Context: an optimization exercise on an open-source flow, tuned for small area, a short achievable clock period and few clock cycles per item. The choices shown serve that exercise and are no tape-out recipe. Where RTL was checked, it was by simulation tests only, not by an equivalence proof against the original.

Design fpadder, start of the top module:
module fpadder (output logic [31:0] sum, output logic ready,
		 input logic [31:0] a, input logic clock, nreset);
Size: ~1,100 cells after synthesis, roughly 63 flip-flops, about 67 I/O pins.
==> module fpadder, before the edit <==
module fpadder (output logic [31:0] sum, output logic ready,
		 input logic [31:0] a, input logic clock, nreset);
logic s_a, s_b, s_c, s_v, s_n;
logic [31:0] R;           
logic [23:0] Q;           
logic        sub;         
logic        flip;        
logic [7:0]  eA, eB, dd;
logic        azero, bzero, swp, aspec, bspec, nan;
logic [23:0] mS, mSal;
always_comb begin
  eA = R[30:23];
  eB = a[30:23];
  azero = (R[30:0] == '0);
  bzero = (a[30:0] == '0);
  swp = (eA < eB) | azero;
  dd  = swp ? (eB - eA) : (eA - eB);
  aspec = (eA == 8'hff);
  bspec = (eB == 8'hff);
  nan = (aspec && (R[22:0] != '0)) || (bspec && (a[22:0] != '0))
        || (aspec && bspec && (R[31] ^ a[31]));
  mS = {1'b1, swp ? R[22:0] : a[22:0]};
  mSal = (azero || bzero || dd >= 8'd24) ? 24'd0 : (mS >> dd[4:0]);
end
logic [23:0] p, q;
logic [24:0] D;
logic        neg, far, cy, ovf;
always_comb begin
  p = {1'b1, R[22:0]} & {24{~s_v}};
  q = Q ^ {24{sub}};
  D = {1'b0, p} + {1'b0, q} + {24'd0, sub};
  neg = sub & ~D[24] & s_c;             
  far = sub ? (D[24] | s_v) & D[23] : 1'b1;
  cy  = ~sub & D[24];                   
  ovf = cy & (R[30:23] == 8'hfe);
end
logic [4:0]  lz;
logic [23:0] N;
always_comb begin
  lz = 5'd0;
  for (int i = 0; i < 24; i++)
    if (Q[i]) lz = 5'(23 - i);
  N = Q << lz;
end
assign ready = s_n | ((s_c | s_v) & ~neg & far);
always_comb begin
  if (s_n)
    sum = {R[31] ^ flip, R[30:23] - {3'd0, lz}, N[22:0]};
  else if (cy)
    sum = {R[31], R[30:23] + 8'd1, D[23:1] & {23{~ovf}}};
  else
    sum = {R[31] ^ s_v, R[30:23], D[22:0]};
end
always_ff @(posedge clock, negedge nreset)
  if (~nreset) begin
    {s_a, s_b, s_c, s_v, s_n} <= '0;
  end else begin
    s_a <= ready;
    s_b <= s_a;
    s_c <= s_b & ~(aspec | bspec);
    s_v <= s_c & neg;
    s_n <= (s_b & (aspec | bspec)) | ((s_c | s_v) & ~neg & ~far)
         | ~(s_a | s_b | s_c | s_v | s_n);
  end
always_ff @(posedge clock) begin
  flip <= 1'b0;
  if (~(s_a | s_b | s_c | s_v | s_n)) begin
    R <= '0;
    Q <= '0;
  end else if (s_b) begin
    if (aspec | bspec) begin
      R[31:23] <= {nan | (aspec ? R[31] : a[31]), 8'hff};
      Q <= {1'b1, {23{nan}}};
    end else begin
      if (swp) R <= a;
      Q <= mSal;
    end
    sub  <= R[31] ^ a[31];
  end else begin
    Q <= D[23:0];
    flip <= s_v;
    if (s_c & sub & (D[23:0] == '0))
      R[31:23] <= '0;
    if (s_a | s_n)
      R <= a;
  end
end
endmodule
clock: 5.0 ns
lec_check: 0
cap_margin: 20
core_margin: 2
core_utilization: 40
slew_margin: 20
standard.sh (not shown) runs the stock make flow with config.mk's settings and CLKGATE_MAP_FILE= SYNTH_SCRIPT=/design/flow/synth_recipe.tcl, a recipe that flattens the netlist after the stock synthesis.
==> flow/flow/run.sh <==
#!/bin/bash
# Standard layout (standard synthesis unchanged), except that the ports are
# buffered with plain buffers instead of the resizer's default pick (a delay
# cell).
set -euo pipefail
export BUFFER_PORTS_ARGS="-buffer_cell sky130_fd_sc_hd__buf_2"
bash standard.sh synth > synth.log 2>&1
bash standard.sh > layout.log 2>&1
Testbench counts at the start, summed over its fixed seeds: cycles 106,173, ops 32,000.
Change:
==> flow/design.v (replaced) <==
module fpadder (output logic [31:0] sum, output logic ready,
		 input logic [31:0] a, input logic clock, nreset);
logic s_a, s_b, s_c, s_v, s_n;
logic [31:0] R;           
logic [23:0] Q;           
logic        sub;         
logic        spec;        
logic        flip;        
logic [7:0]  eA, eB, dd;
logic        azero, bzero, swp, aspec, bspec, nan;
logic [23:0] mS, mSal;
always_comb begin
  eA = R[30:23];
  eB = a[30:23];
  azero = (R[30:0] == '0);
  bzero = (a[30:0] == '0);
  swp = (eA < eB) | azero;
  dd  = swp ? (eB - eA) : (eA - eB);
  aspec = (eA == 8'hff);
  bspec = (eB == 8'hff);
  nan = (aspec && (R[22:0] != '0)) || (bspec && (a[22:0] != '0))
        || (aspec && bspec && (R[31] ^ a[31]));
  mS = {1'b1, swp ? R[22:0] : a[22:0]};
  mSal = (azero || bzero || dd >= 8'd24) ? 24'd0 : (mS >> dd[4:0]);
end
logic [23:0] p, q;
logic [24:0] D;
logic        neg, far, cy, ovf;
always_comb begin
  p = {1'b1, R[22:0]} & {24{~s_v}};
  q = Q;
  D = {1'b0, p} + {1'b0, q} + {24'd0, sub};
  neg = sub & ~D[24] & s_c;             
  far = sub ? (D[24] | s_v) & D[23] : 1'b1;
  cy  = ~sub & D[24];                   
  ovf = cy & (R[30:23] == 8'hfe);
end
logic [4:0]  lz;
logic [23:0] N;
always_comb begin
  lz = 5'd0;
  for (int i = 0; i < 24; i++)
    if (Q[i]) lz = 5'(23 - i);
  N = Q << lz;
end
assign ready = s_n | ((s_c | s_v) & ~spec & ~neg & far);
always_comb begin
  if (s_n)
    sum = {R[31] ^ flip, R[30:23] - {3'd0, lz}, N[22:0]};
  else if (cy)
    sum = {R[31], R[30:23] + 8'd1, D[23:1] & {23{~ovf}}};
  else
    sum = {R[31] ^ s_v, R[30:23], D[22:0]};
end
always_ff @(posedge clock, negedge nreset)
  if (~nreset) begin
    {s_a, s_b, s_c, s_v, s_n} <= '0;
  end else begin
    s_a <= ready;
    s_b <= s_a;
    s_c <= s_b;
    s_v <= s_c & ~spec & neg;
    s_n <= ((s_c | s_v) & (spec | (~neg & ~far))) | ~(s_a | s_b | s_c | s_v | s_n);
  end
always_ff @(posedge clock) begin
  flip <= 1'b0;
  if (~(s_a | s_b | s_c | s_v | s_n)) begin
    R <= '0;
    Q <= '0;
  end else if (s_b) begin
    if (aspec | bspec) begin
      R[31:23] <= {nan | (aspec ? R[31] : a[31]), 8'hff};
      Q <= {1'b1, {23{nan}}};
    end else begin
      if (swp) R <= a;
      Q <= mSal ^ {24{R[31] ^ a[31]}};
    end
    sub  <= R[31] ^ a[31];
    spec <= aspec | bspec;
  end else if ((s_c | s_v) & ~spec) begin
    Q <= D[23:0] ^ {24{neg}};          
    flip <= s_v;
    if (s_c & sub & (({1'b1, R[22:0]} ^ Q) == '1))
      R[31:23] <= '0;
  end else if (s_a | s_n)
    R <= a;
end
endmodule
Result: Non-clock buffer count is higher by 24. Via count is higher by 16%. Area after synthesis went up by 13%. Utilization goes down by 0.22 points. Worst hold slack improves by 0.044 ns. Setup slack loses 0.0053 ns. Global-route usage climbs by 3.5 points. Clock-buffer cell count came out lower by 4. Synthesized cell count rose by 14%. Maximum frequency barely changes.
Function not checked in the second run of this note: the RTL went through the layout flow alone.


## rev 12
Another version of the RTL of fpadder (not shown whole).
Size in the first run: about 1,300 cells after synthesis, roughly 67 I/O pins, roughly 9400 um2 of cells after synthesis.
==> module fpadder, before the edit <==
module fpadder (output logic [31:0] sum, output logic ready,
		 input logic [31:0] a, input logic clock, nreset);
logic s_a, s_b, s_c, s_v, s_n;
logic [31:0] R;           
logic [23:0] Q;           
logic        sub;         
logic        flip;        
logic [7:0]  eA, eB, dd;
logic        azero, bzero, swp, aspec, bspec, nan;
logic [23:0] mS, mSal;
always_comb begin
  eA = R[30:23];
  eB = a[30:23];
  azero = (R[30:0] == '0);
  bzero = (a[30:0] == '0);
  swp = (eA < eB) | azero;
  dd  = swp ? (eB - eA) : (eA - eB);
  aspec = (eA == 8'hff);
  bspec = (eB == 8'hff);
  nan = (aspec && (R[22:0] != '0)) || (bspec && (a[22:0] != '0))
        || (aspec && bspec && (R[31] ^ a[31]));
  mS = {1'b1, swp ? R[22:0] : a[22:0]};
  mSal = (azero || bzero || dd >= 8'd24) ? 24'd0 : (mS >> dd[4:0]);
end
logic [23:0] p, q;
logic [24:0] D;
logic        neg, far, cy, ovf;
always_comb begin
  p = {1'b1, R[22:0]} & {24{~s_v}};
  q = Q ^ {24{sub}};
  D = {1'b0, p} + {1'b0, q} + {24'd0, sub};
  neg = sub & ~D[24] & s_c;             
  far = sub ? (D[24] | s_v) & D[23] : 1'b1;
  cy  = ~sub & D[24];                   
  ovf = cy & (R[30:23] == 8'hfe);
end
logic [4:0]  lz;
logic [23:0] N;
always_comb begin
  lz = 5'd0;
  for (int i = 0; i < 24; i++)
    if (Q[i]) lz = 5'(23 - i);
  N = Q << lz;
end
assign ready = s_n | ((s_c | s_v) & ~neg & far);
always_comb begin
  sum[31] = R[31] ^ (s_n ? flip : s_v);
  if (s_n)
    sum[30:0] = {R[30:23] - {3'd0, lz}, N[22:0]};
  else if (cy)
    sum[30:0] = {R[30:23] + 8'd1, D[23:1] & {23{~ovf}}};
  else
    sum[30:0] = {R[30:23], D[22:0]};
end
always_ff @(posedge clock, negedge nreset)
  if (~nreset) begin
    {s_a, s_b, s_c, s_v, s_n} <= '0;
  end else begin
    s_a <= ready;
    s_b <= s_a;
    s_c <= s_b & ~(aspec | bspec);
    s_v <= s_c & neg;
    s_n <= (s_b & (aspec | bspec)) | ((s_c | s_v) & ~neg & ~far)
         | ~(s_a | s_b | s_c | s_v | s_n);
  end
always_ff @(posedge clock) begin
  flip <= 1'b0;
  if (~(s_a | s_b | s_c | s_v | s_n)) begin
    R <= '0;
    Q <= '0;
  end else if (s_b) begin
    if (aspec | bspec) begin
      R[31:23] <= {nan | (aspec ? R[31] : a[31]), 8'hff};
      Q <= {1'b1, {23{nan}}};
    end else begin
      if (swp) R <= a;
      Q <= mSal;
    end
    sub  <= R[31] ^ a[31];
  end else begin
    Q <= D[23:0];
    flip <= s_v;
    if (s_c & sub & (D[23:0] == '0))
      R[31:23] <= '0;
    if (s_a | s_n)
      R <= a;
  end
end
endmodule
==> flow/config.mk <==
export PLATFORM = sky130hd
export DESIGN_NAME = fpadder
export DESIGN_NICKNAME = fpadder
export VERILOG_FILES = /design/flow/design.v
export SDC_FILE = /design/flow/constraint.sdc
export NUM_CORES = 4
export LEC_CHECK = 0
export CAP_MARGIN = 20
export CORE_MARGIN = 2
export CORE_UTILIZATION = 40
export SLEW_MARGIN = 20
==> flow/constraint.sdc <==
create_clock -name core_clock -period 5.0 [get_ports {clock}]
set_input_delay 1.0000 -clock core_clock [delete_from_list [all_inputs] [get_ports {clock}]]
set_output_delay 1.0000 -clock core_clock [all_outputs]
set_load 0.01 [all_outputs]
Scripts as last shown in full above: flow/flow/run.sh
Edits applied to the flow inputs when going from rev 12 to rev 13:
==> flow/design.v <==
module fpadder (output logic [31:0] sum, output logic ready,
		 input logic [31:0] a, input logic clock, nreset);
logic s_a, s_b, s_c, s_v, s_n;
logic [31:0] R;           
logic [23:0] Q;           
logic        sub;         
logic        spec;        
logic        flip;        
logic [7:0]  eA, eB, dd;
logic        azero, bzero, swp, aspec, bspec, nan;
logic [23:0] mS, mSal;
always_comb begin
  eA = R[30:23];
  eB = a[30:23];
  azero = (R[30:0] == '0);
  bzero = (a[30:0] == '0);
  swp = (eA < eB) | azero;
  dd  = swp ? (eB - eA) : (eA - eB);
  aspec = (eA == 8'hff);
  bspec = (eB == 8'hff);
  nan = (aspec && (R[22:0] != '0)) || (bspec && (a[22:0] != '0))
        || (aspec && bspec && (R[31] ^ a[31]));
  mS = {1'b1, swp ? R[22:0] : a[22:0]};
end
logic [23:0] p, q;
logic [24:0] D;
logic        neg, far, cy, ovf;
always_comb begin
  p = {1'b1, R[22:0]} & {24{~s_v}};
  q = Q;
  D = {1'b0, p} + {1'b0, q} + {24'd0, sub};
  neg = sub & ~D[24] & s_c;             
  far = sub ? (D[24] | s_v) & D[23] : 1'b1;
  cy  = ~sub & D[24];                   
  ovf = cy & (R[30:23] == 8'hfe);
end
logic [4:0]  lz;
logic [23:0] N;
always_comb begin
  lz = 5'd0;
  for (int i = 0; i < 24; i++)
    if (Q[i]) lz = 5'(23 - i);
end
logic [23:0] shin, shout, qrev;
logic [4:0]  sha;
always_comb begin
  for (int i = 0; i < 24; i++) qrev[i] = Q[23 - i];
  shin  = s_n ? qrev : mS;
  sha   = s_n ? lz : dd[4:0];
  shout = (~s_n & (azero || bzero || dd >= 8'd24)) ? 24'd0 : (shin >> sha);
  for (int i = 0; i < 24; i++) N[i] = shout[23 - i];
  mSal = shout;
end
assign ready = s_n | ((s_c | s_v) & ~spec & ~neg & far);
always_comb begin
  if (s_n)
    sum = {R[31] ^ flip, R[30:23] - {3'd0, lz}, N[22:0]};
  else if (cy)
    sum = {R[31], R[30:23] + 8'd1, D[23:1] & {23{~ovf}}};
  else
    sum = {R[31] ^ s_v, R[30:23], D[22:0]};
end
always_ff @(posedge clock, negedge nreset)
  if (~nreset) begin
    {s_a, s_b, s_c, s_v, s_n} <= '0;
  end else begin
    s_a <= ready;
    s_b <= s_a;
    s_c <= s_b;
    s_v <= s_c & ~spec & neg;
    s_n <= ((s_c | s_v) & (spec | (~neg & ~far))) | ~(s_a | s_b | s_c | s_v | s_n);
  end
always_ff @(posedge clock) begin
  flip <= 1'b0;
  if (~(s_a | s_b | s_c | s_v | s_n)) begin
    R <= '0;
    Q <= '0;
  end else if (s_b) begin
    if (aspec | bspec) begin
      R[31:23] <= {nan | (aspec ? R[31] : a[31]), 8'hff};
      Q <= {1'b1, {23{nan}}};
    end else begin
      if (swp) R <= a;
      Q <= mSal ^ {24{R[31] ^ a[31]}};
    end
    sub  <= R[31] ^ a[31];
    spec <= aspec | bspec;
  end else if ((s_c | s_v) & ~spec) begin
    Q <= D[23:0] ^ {24{neg}};          
    flip <= s_v;
    if (s_c & sub & (({1'b1, R[22:0]} ^ Q) == '1))
      R[31:23] <= '0;
  end else if (s_a | s_n)
    R <= a;
end
endmodule
[summary]
Rev 12 reached the final stage; the timing, DRC and antenna checks on its layout passed. Although rev 13 finished all stages, its layout failed final checks on negative setup slack. Compared with rev 12, rev 13 shows count of clock-buffer cells in the layout higher by 2. Relative to rev 12, worst setup slack has gone down in rev 13. For required time at the endpoint of the critical path, rev 12 and rev 13 come out practically identical. Summary: with rev 12 as the reference, final wirelength in rev 13 moved up by more than 10%. The final reports for rev 13 and rev 12 show number of buffers added for setup after CTS higher in the former. Rev 13 — standard-cell row count 1 lower, rev 12 as reference.
No run of this note included a check of the RTL's function; only the layout flow was run.


Another version of the RTL of fpadder (not shown whole).
Size in the first run: about 1500 cells after synthesis, ~63 flip-flops, about 67 I/O pins, ~0.0085 sq mm of cells after synthesis.
==> module fpadder, before the edit <==
module fpadder (output logic [31:0] sum, output logic ready,
		 input logic [31:0] a, input logic clock, nreset);
logic s_a, s_b, s_c, s_v, s_n;
logic [31:0] R;           
logic [23:0] Q;           
logic        sub;         
logic        flip;        
logic [7:0]  eA, eB, dd;
logic        azero, bzero, swp, aspec, bspec, nan;
logic [23:0] mS, mSal;
always_comb begin
  eA = R[30:23];
  eB = a[30:23];
  azero = (R[30:0] == '0);
  bzero = (a[30:0] == '0);
  swp = (eA < eB) | azero;
  dd  = swp ? (eB - eA) : (eA - eB);
  aspec = (eA == 8'hff);
  bspec = (eB == 8'hff);
  nan = (aspec && (R[22:0] != '0)) || (bspec && (a[22:0] != '0))
        || (aspec && bspec && (R[31] ^ a[31]));
  mS = {1'b1, swp ? R[22:0] : a[22:0]};
  mSal = (azero || bzero || dd[7:5] != 3'd0) ? 24'd0 : (mS >> dd[4:0]);
end
function automatic logic [24:0] sk_add(input logic [23:0] x, y, input logic ci);
  logic [24:0] g, p;
  logic [23:0] h;
  h = x ^ y;
  g = {x & y, ci};
  p = {h, 1'b0};
  for (int l = 0; l < 5; l++)
    for (int i = 0; i < 25; i++)
      if (((i >> l) & 1) == 1) begin
        g[i] = g[i] | (p[i] & g[((i >> l) << l) - 1]);
        p[i] = p[i] & p[((i >> l) << l) - 1];
      end
  sk_add = {g[24], h ^ g[23:0]};
endfunction
logic [23:0] p, q;
logic [24:0] D;
logic        neg, far, cy, ovf;
always_comb begin
  p = {1'b1, R[22:0]} & {24{~s_v}};
  q = Q ^ {24{sub}};
  D = sk_add(p, q, sub);
  neg = sub & ~D[24] & s_c;             
  far = sub ? (D[24] | s_v) & D[23] : 1'b1;
  cy  = ~sub & D[24];                   
  ovf = cy & (R[30:23] == 8'hfe);
end
logic [4:0]  lz;
logic [23:0] N;
always_comb begin
  lz = 5'd0;
  for (int i = 0; i < 24; i++)
    if (Q[i]) lz = 5'(23 - i);
  N = Q << lz;
end
assign ready = s_n | ((s_c | s_v) & ~neg & far);
always_comb begin
  if (s_n)
    sum = {R[31] ^ flip, R[30:23] - {3'd0, lz}, N[22:0]};
  else if (cy)
    sum = {R[31], R[30:23] + 8'd1, D[23:1] & {23{~ovf}}};
  else
    sum = {R[31] ^ s_v, R[30:23], D[22:0]};
end
always_ff @(posedge clock, negedge nreset)
  if (~nreset) begin
    {s_a, s_b, s_c, s_v, s_n} <= '0;
  end else begin
    s_a <= ready;
    s_b <= s_a;
    s_c <= s_b & ~(aspec | bspec);
    s_v <= s_c & neg;
    s_n <= (s_b & (aspec | bspec)) | ((s_c | s_v) & ~neg & ~far)
         | ~(s_a | s_b | s_c | s_v | s_n);
  end
always_ff @(posedge clock) begin
  flip <= 1'b0;
  if (~(s_a | s_b | s_c | s_v | s_n)) begin
    R <= '0;
    Q <= '0;
  end else if (s_b) begin
    if (aspec | bspec) begin
      R[31:23] <= {nan | (aspec ? R[31] : a[31]), 8'hff};
      Q <= {1'b1, {23{nan}}};
    end else begin
      if (swp) R <= a;
      Q <= mSal;
    end
    sub  <= R[31] ^ a[31];
  end else begin
    Q <= D[23:0];
    flip <= s_v;
    if (s_c & sub & (D[23:0] == '0))
      R[31:23] <= '0;
    if (s_a | s_n)
      R <= a;
  end
end
endmodule
clock: 5.0 ns
lec_check: 0
abc_area: 1
cap_margin: 20
core_margin: 2
core_utilization: 40
slew_margin: 20
Scripts as last shown in full above: flow/flow/run.sh
Then changed:
==> flow/design.v (replaced) <==
module fpadder (output logic [31:0] sum, output logic ready,
		 input logic [31:0] a, input logic clock, nreset);
logic s_a, s_b, s_c, s_n;
logic [31:0] R;           
logic [23:0] Q;           
logic        sub;         
logic [7:0]  eA, eB, dd;
logic        azero, bzero, swp, swpe, aspec, bspec, nan;
logic [23:0] mS, mSal;
always_comb begin
  eA = R[30:23];
  eB = a[30:23];
  azero = (R[30:0] == '0);
  bzero = (a[30:0] == '0);
  swp  = (R[30:0] < a[30:0]) | azero;
  swpe = (eA < eB) | azero;
  dd   = swpe ? (eB - eA) : (eA - eB);
  aspec = (eA == 8'hff);
  bspec = (eB == 8'hff);
  nan = (aspec && (R[22:0] != '0)) || (bspec && (a[22:0] != '0))
        || (aspec && bspec && (R[31] ^ a[31]));
  mS = {1'b1, swp ? R[22:0] : a[22:0]};
  mSal = (azero || bzero || dd >= 8'd24) ? 24'd0 : (mS >> dd[4:0]);
end
function automatic logic [24:0] sk_add(input logic [23:0] x, y, input logic ci);
  logic [24:0] g, p;
  logic [23:0] h;
  h = x ^ y;
  g = {x & y, ci};
  p = {h, 1'b0};
  for (int l = 0; l < 5; l++)
    for (int i = 0; i < 25; i++)
      if (((i >> l) & 1) == 1) begin
        g[i] = g[i] | (p[i] & g[((i >> l) << l) - 1]);
        p[i] = p[i] & p[((i >> l) << l) - 1];
      end
  sk_add = {g[24], h ^ g[23:0]};
endfunction
logic [24:0] D;
logic        far, cy, ovf;
always_comb begin
  D = sk_add({1'b1, R[22:0]}, Q, sub);
  far = ~sub | D[23];                   
  cy  = ~sub & D[24];                   
  ovf = cy & (R[30:23] == 8'hfe);
end
logic [4:0]  lz;
logic [23:0] N;
always_comb begin
  lz = 5'd0;
  for (int i = 0; i < 24; i++)
    if (Q[i]) lz = 5'(23 - i);
  N = Q << lz;
end
assign ready = s_n | (s_c & far);
always_comb begin
  if (s_n)
    sum = {R[31], R[30:23] - {3'd0, lz}, N[22:0]};
  else if (cy)
    sum = {R[31], R[30:23] + 8'd1, D[23:1] & {23{~ovf}}};
  else
    sum = {R[31], R[30:23], D[22:0]};
end
always_ff @(posedge clock, negedge nreset)
  if (~nreset) begin
    {s_a, s_b, s_c, s_n} <= '0;
  end else begin
    s_a <= ready;
    s_b <= s_a;
    s_c <= s_b & ~(aspec | bspec);
    s_n <= (s_b & (aspec | bspec)) | (s_c & ~far) | ~(s_a | s_b | s_c | s_n);
  end
always_ff @(posedge clock) begin
  if (~(s_a | s_b | s_c | s_n)) begin
    R <= '0;
    Q <= '0;
  end else if (s_b) begin
    if (aspec | bspec) begin
      R[31:23] <= {nan | (aspec ? R[31] : a[31]), 8'hff};
      Q <= {1'b1, {23{nan}}};
    end else begin
      if (swp) R <= a;
      Q <= mSal ^ {24{R[31] ^ a[31]}};
    end
    sub  <= R[31] ^ a[31];
  end else begin
    Q <= D[23:0];
    if (s_c & sub & (D[23:0] == '0))
      R[31:23] <= '0;
    if (s_a | s_n)
      R <= a;
  end
end
endmodule
Outcome: Utilization rises by 0.37 points. Worst setup slack is worse by 0.049 ns. Design area rises by 5.7%. Worst hold slack is worse by 0.021 ns. Die area rises by 5.5%. Via count rises by 7.4%. Maximum frequency falls by 1.0%. Synthesized area rises by 5.7%. Register-to-register slack is worse by 0.13 ns.
No run of this note included a check of the RTL's function; only the layout flow was run.

-- port drivers added, routing unchanged --
No port has a modelled driver above. Below, the same layouts with a new extraction and two added sets of constraints.
Step 1: set_driving_cell puts a clkbuf_16 on clock and a buf_2 on each other input, an assumption about the parent block.
Step 2 also shifts input and output timing later by t, the mid clock arrival at the registers, as if the neighbouring blocks saw the same clock.
Three values: ideal, step 1, step 2; two values: the first two.
run | t (ns) | setup slack, ns | hold slack, ns | worst setup path at the end | latest minus earliest clock arrival (ns)
the first run of note 1 | 0.373 | 0.104 / 0.064 / 0.311 | 0.405 / 0.405 / 0.405 | input to register | 0.010 / 0.010
the second run of note 1 | 0.402 | 0.098 / 0.055 / -0.025 | 0.449 / 0.426 / 0.462 | input to register | 0.009 / 0.010
rev 12 | 0.370 | 0.074 / 0.032 / 0.158 | 0.369 / 0.369 / 0.369 | input to register | 0.010 / 0.009
rev 13 | 0.394 | -0.378 / -0.431 / -0.431 | 0.387 / 0.387 / 0.387 | input to output | 0.010 / 0.010
the first run of note 3 | 0.386 | 0.251 / 0.205 / 0.265 | 0.393 / 0.393 / 0.393 | input to register | 0.007 / 0.008
the second run of note 3 | 0.384 | 0.202 / 0.160 / 0.446 | 0.372 / 0.372 / 0.372 | register to register | 0.010 / 0.010
Met with ideal ports but missed after step 2: setup timing in the second run of note 1. For the second run of note 1, which loses most, drivers alone change the setup slack by -0.043 ns; drivers and shift together by -0.123 ns.
